Background: an optimization exercise with open tools, aiming at small area. Do not read the settings as production practice. In this exercise RTL edits were held to simulation tests only and were not proved equivalent to the original. The clock input has no modelled driver; a real chip could not lean on it and would need a root buffer or a full tree. Power and IR drop assume default switching activity.

maple:
==> flow/design.v (excerpt) <==
module ROM (
    input wire sys_clk,
    input wire sys_rst_n,
    input wire [1:0] key,
    output wire stcp,
    output wire shcp,
    output wire ds,
    output wire oe
);
    wire key1_hit, key2_hit;
    wire [1:0] a_hun;
    wire [3:0] a_ten, a_unit;
    key_filter key1_filter_inst(.sys_clk(sys_clk), .sys_rst_n(sys_rst_n),
        .key_in(key[0]), .key_hit(key1_hit));
    key_filter key2_filter_inst(.sys_clk(sys_clk), .sys_rst_n(sys_rst_n),
        .key_in(key[1]), .key_hit(key2_hit));
    rom_ctrl rom_ctrl_inst(.sys_clk(sys_clk), .sys_rst_n(sys_rst_n),
        .key1_hit(key1_hit), .key2_hit(key2_hit),
        .hun(a_hun), .ten(a_ten), .unit(a_unit));
    seg_595_dynamic seg_595_dynamic_inst(.sys_clk(sys_clk), .sys_rst_n(sys_rst_n),
        .hun(a_hun), .ten(a_ten), .unit(a_unit),
        .stcp(stcp), .shcp(shcp), .ds(ds), .oe(oe));
endmodule
Size in the first run: roughly 320 cells after synthesis, ~64 flip-flops, roughly 2600 um^2 of cells after synthesis.
==> flow/config.mk <==
export PLATFORM = sky130hd
export DESIGN_NAME = ROM
export DESIGN_NICKNAME = ROM
export VERILOG_FILES = /design/flow/design.v
export SDC_FILE = /design/flow/constraint.sdc
export NUM_CORES = 4
export LEC_CHECK = 0
export CAP_MARGIN = 20
export CORE_MARGIN = 2
export CORE_UTILIZATION = 40
export SLEW_MARGIN = 20
==> flow/constraint.sdc <==
create_clock -name core_clock -period 5.0 [get_ports {sys_clk}]
set_input_delay 1.0000 -clock core_clock [delete_from_list [all_inputs] [get_ports {sys_clk}]]
set_output_delay 1.0000 -clock core_clock [all_outputs]
set_load 0.01 [all_outputs]
standard.sh (not shown) runs the stock make flow with config.mk's settings and CLKGATE_MAP_FILE= SYNTH_SCRIPT=/design/flow/synth_recipe.tcl, a recipe that flattens the netlist after the stock synthesis.
==> flow/flow/run.sh <==
#!/bin/bash
# Own layout flow: the standard flow (standard.sh) with two changes.
# 1. Synthesis: the standard synthesis script, with only the ABC mapping
#    script swapped for an area-oriented one (flow/abc_area.script). The
#    registers, their names and cells are those of the standard synthesis.
# 2. Clock tree: made by flow/manual_cts.tcl (run as cts.tcl's PRE_CTS_TCL
#    hook) instead of TritonCTS: the registers are split by position into
#    4 groups, each driven by one clock buffer at its centre; the clock port
#    drives only those 4 buffers. Every register gets the clock through one
#    buffer of the same kind.
# 3. Port buffers: every input and output port still gets a buffer, of the
#    smallest buffer cell (buf_1) instead of the default choice.
# Each step's full output goes to a log file in the work folder.
set -euo pipefail
W=$PWD
F=$W/flow
cat > "$W/area_synth.tcl" <<EOT
proc abc {args} {
  set i [lsearch -exact \$args -script]
  if {\$i >= 0} { lset args [expr {\$i + 1}] $F/abc_area.script }
  yosys abc {*}\$args
}
source $W/synth_recipe.tcl
EOT
export MANUAL_CTS_NET=sys_clk MANUAL_CTS_N=4 MANUAL_CTS_BUF=sky130_fd_sc_hd__clkbuf_8
bash "$W/standard.sh" synth "SYNTH_SCRIPT=$W/area_synth.tcl" > "$W/synth.log" 2>&1
bash "$W/standard.sh" finish "SYNTH_SCRIPT=$W/area_synth.tcl" "PRE_CTS_TCL=$F/manual_cts.tcl" "BUFFER_PORTS_ARGS=-buffer_cell sky130_fd_sc_hd__buf_1" > "$W/layout.log" 2>&1
Other scripts of this flow, unchanged in this note and not shown: flow/flow/abc_area.script, flow/flow/manual_cts.tcl
maple: all stages complete, timing, DRC and antenna checks passed
Modified inputs, indigo compared to maple
# maple
export LEC_CHECK = 0
export CAP_MARGIN = 20
export CORE_MARGIN = 2
export CORE_UTILIZATION = 40
export SLEW_MARGIN = 20
create_clock -name core_clock -period 5.0 [get_ports {sys_clk}]
# indigo
export LEC_CHECK = 0
export CAP_MARGIN = 20
export CORE_MARGIN = 2
export CORE_UTILIZATION = 70
export GPL_TIMING_DRIVEN = 0
export SLEW_MARGIN = 20
create_clock -name core_clock -period 5.0 [get_ports {sys_clk}]
--- outcome ---
- Looking at the reports, indigo completed the entire flow and the layout it produced met the timing, DRC and antenna checks.
- indigo against maple: async set-or-reset flop fraction in the synthesized netlist has remained practically unchanged, post-layout utilization of the core now larger.
- The flip-flop and latch share of the layout cell area reported for indigo is greater than that of maple by 1.0 points.
- indigo vs. maple: fmax went down by 21%.
- In indigo, total power is lower than in maple.
Edits applied to the flow inputs when going from indigo to cedar:
# indigo
export LEC_CHECK = 0
export CAP_MARGIN = 20
export CORE_MARGIN = 2
export CORE_UTILIZATION = 70
export GPL_TIMING_DRIVEN = 0
export SLEW_MARGIN = 20
create_clock -name core_clock -period 5.0 [get_ports {sys_clk}]
# cedar
export LEC_CHECK = 0
export CAP_MARGIN = 20
export CORE_MARGIN = 2
export CORE_UTILIZATION = 40
export GPL_TIMING_DRIVEN = 0
export SLEW_MARGIN = 20
create_clock -name core_clock -period 5.0 [get_ports {sys_clk}]
Findings:
Of cedar and indigo, the higher utilization after layout belongs to indigo. In cedar the post-route worst setup slack turned out 31 ps higher than in indigo. When cedar is set beside indigo, its relative contribution of the clock network to total power turns out to be 0.6 points larger. Relative to indigo, the half-perimeter wire length of the detailed placement result measured on cedar has decreased slightly. Against indigo as the reference, cedar delivers a higher layout overhead on the synthesized area. Lower power was reported by indigo, not cedar. [compare] base=indigo new=cedar: minimum clock period shows a reduction of 31 ps; hold slack about even; combinational-cell power consumption has decreased; total length of routed wires went down 1.1%.
No run of this note takes its clock network from TritonCTS; it comes from the design's own scripts or RTL.

==> what the ideal ports hide <==
How much do the figures lean on ideal ports? The routed layouts below were timed once more, with nothing changed but the port constraints. Step 1 assumes that a clkbuf_16 drives the clock port and a buf_2 every other input. Step 2 times the ports against the registers' clock, not the clock port: input delays grow and output delays shrink by t, the midpoint of the rising clock arrivals with the driver on. Slacks: ideal ports / drivers / drivers and shift; pairs: ideal ports / drivers.
run | t, ns | slack for setup (ns) | hold WS [ns] | worst register clock-pin slew, ns | worst slew at a driven data input, ns
maple | 0.206 | 2.167 / 2.143 / 2.143 | 0.395 / 0.395 / 0.395 | 0.10 / 0.10 | 0.03
indigo | 0.200 | 1.426 / 1.399 / 1.399 | 0.393 / 0.393 / 0.393 | 0.11 / 0.11 | 0.03
cedar | 0.213 | 1.457 / 1.427 / 1.427 | 0.396 / 0.396 / 0.396 | 0.12 / 0.12 | 0.03
After both steps setup and hold are still met in every run listed. The setup slack of cedar, which loses most, moves by -0.030 ns with the drivers and by -0.030 ns with both steps.
